Context: an optimization exercise on an open-source flow, tuned for small area. The choices shown serve that exercise and are no tape-out recipe.
In this exercise RTL edits were held to simulation tests only and were not proved equivalent to the original.
No activity file was given, so power comes from the tool's default toggle rates.

==> job 8629: inputs <==
## MIPS_TopModule
module MIPS_TopModule
(
input  wire			CLK_Top,
input  wire			RST_Top,
output wire [31:0]	imem_addr_Top,
input  wire [31:0]	imem_rdata_Top,
output wire [31:0]	dmem_addr_Top,
output wire [31:0]	dmem_wdata_Top,
output wire			dmem_we_Top,
input  wire [31:0]	dmem_rdata_Top
);
wire [31:0] instr = imem_rdata_Top;
wire [5:0]  op    = instr[31:26];
wire [5:0]  funct = instr[5:0];
wire [4:0]  rs    = instr[25:21];
wire [4:0]  rt    = instr[20:16];
wire rtype = (op == 6'b000000);
wire addi  = (op == 6'b001000);
wire lw    = (op == 6'b100011);
wire sw    = (op == 6'b101011);
wire beq   = (op == 6'b000100);
wire jmp   = (op == 6'b000010);
wire f_sub = rtype & (funct == 6'b100010);
wire f_slt = rtype & (funct == 6'b101010);
wire f_mul = rtype & (funct == 6'b011100);
wire f_and = rtype & (funct == 6'b100100);
wire f_or  = rtype & (funct == 6'b100101);
wire        regwrite = rtype | addi | lw;
wire [4:0]  dst      = rtype ? instr[15:11] : rt;
wire [31:0] sext     = {{16{instr[15]}}, instr[15:0]};
wire [31:0] rd1, rd2, sum;
wire        zero, smallop, bit0;
wire [31:0] wd, wd_hi;
MIPS_MUX wbsel (.we(lw), .wen(~(lw | smallop)), .d(dmem_rdata_Top), .q(sum), .y(wd_hi));
assign wd = {wd_hi[31:1], lw ? dmem_rdata_Top[0] : smallop ? bit0 : sum[0]};
reg  [31:0]   valid;
wire [1023:0] q;
wire [31:0]   we, wen, sel1, sel2;
MIPS_DecW dw  (.a(dst), .en(regwrite), .y(we), .yn(wen));
MIPS_DecM ds1 (.a(rs), .m(valid), .y(sel1));
MIPS_DecM ds2 (.a(rt), .m(valid), .y(sel2));
always @(posedge CLK_Top or negedge RST_Top)
	if (!RST_Top) valid <= 32'b0;
	else          valid <= valid | we;
genvar g;
generate for (g = 0; g < 32; g = g + 1) begin : regs
	reg  [31:0] r;
	wire [31:0] r_next;
  ...
Settings: LEC_CHECK=0, CAP_MARGIN=20, CORE_MARGIN=2, CORE_UTILIZATION=50, SLEW_MARGIN=20, SYNTH_HIERARCHICAL=1; clock period 20.0 ns.
standard.sh (not shown) runs the stock make flow with config.mk's settings and CLKGATE_MAP_FILE= SYNTH_SCRIPT=/design/flow/synth_recipe.tcl, a recipe that flattens the netlist after the stock synthesis.
==> flow/flow/run.sh <==
#!/bin/bash
# Own layout flow: the standard ORFS flow (standard.sh, with its synthesis
# unchanged) with two ORFS settings changed:
#  - each port gets a sky130_fd_sc_hd__buf_1 buffer (instead of the
#    resizer's default pick, clkdlybuf4s50_1);
#  - clock tree: no dummy loads, clkbuf_4 buffers, leaf clusters of at most
#    8 flip-flops within 40 um.
# The full make output goes to standard.log here; ORFS's per-step logs are
# under orfs/logs.
set -euo pipefail
bash standard.sh \
  "BUFFER_PORTS_ARGS=-buffer_cell sky130_fd_sc_hd__buf_1" \
  "CTS_ARGS=-sink_clustering_enable -repair_clock_nets -dont_use_dummy_load -buf_list sky130_fd_sc_hd__clkbuf_4 -sink_clustering_size 8 -sink_clustering_max_diameter 40" \
  finish > standard.log 2>&1
==> inputs of job 9658, as changes to job 8629 <==
CORE_UTILIZATION = 60   (was 50)
==> comparison table <==
| quantity | job 9658 | job 8629 |
|---|---|---|
| Later-pin clock latency in the skew report | 1150 ps | 1200 ps |
| Met3 Resource Use GR | 0.233 | 0.192 |
| Non-clock buffer share of cell area | 0.0448 | 0.0438 |
| DR vias/cell | 8.66 | 8.30 |
| Worst hold endpoint | valid[23] | valid[29] |
| Floorplan die width | 318 um | 348 um |
| Final cell area excluding filler cells | 0.0599 mm^2 | 0.0602 mm^2 |
| Clock slew seen by the registers of the worst setup and hold paths | 70 ps | 80 ps |
| Cell Area, Placed | 0.0584 mm^2 | 0.0588 mm^2 |
| Layout-stage area growth over the synthesis result | 1.06% | 1.63% |
| Last weighted congestion value of the routability-driven placer | 1.05 | 1.01 |
| Cell Rows | 115 | 126 |
| Detailed-route via count | 55700 | 55700 |
| Net switching power | 1.07 mW | 1.09 mW |
| Length of routed met3 wiring | 47500 um | 45700 um |
| Outcome | timing/DRC/antenna clean | timing/DRC/antenna clean |
| First-pass GRT wire length | 378000 um | 385000 um |
| Met2 wire length | 105000 um | 108000 um |

==> afterwards: timing with drivers on the ports <==
The results above use ideal ports. As a check the final layouts listed here were re-extracted and re-timed, cells and wires unchanged. Step 1 sets driving cells, clkbuf_16 on the clock port and buf_2 on the other inputs (assumed; they add their load-dependent delay and slew). Step 2 moves the port delays by t, midway between the first and last clock arrival at a register: inputs arrive t later, outputs are due t later. That takes back most of the time a late clock gives input paths. a / b / c = ideal / step 1 / step 2; a / b = the first two.
| run | shift t [ns] | slack for setup (ns) | worst register clock-pin slew, ns | cell pins on the clock port's net |
|---|---|---|---|---|
| job 8629 | 1.208 | 0.470 / 0.426 / 0.426 | 0.10 / 0.10 | 1 |
| job 9658 | 1.138 | 0.361 / 0.334 / 0.334 | 0.10 / 0.10 | 1 |
After both steps every run listed still meets setup and hold. For job 8629, which loses most, drivers alone change the setup slack by -0.044 ns; drivers and shift together by -0.044 ns.
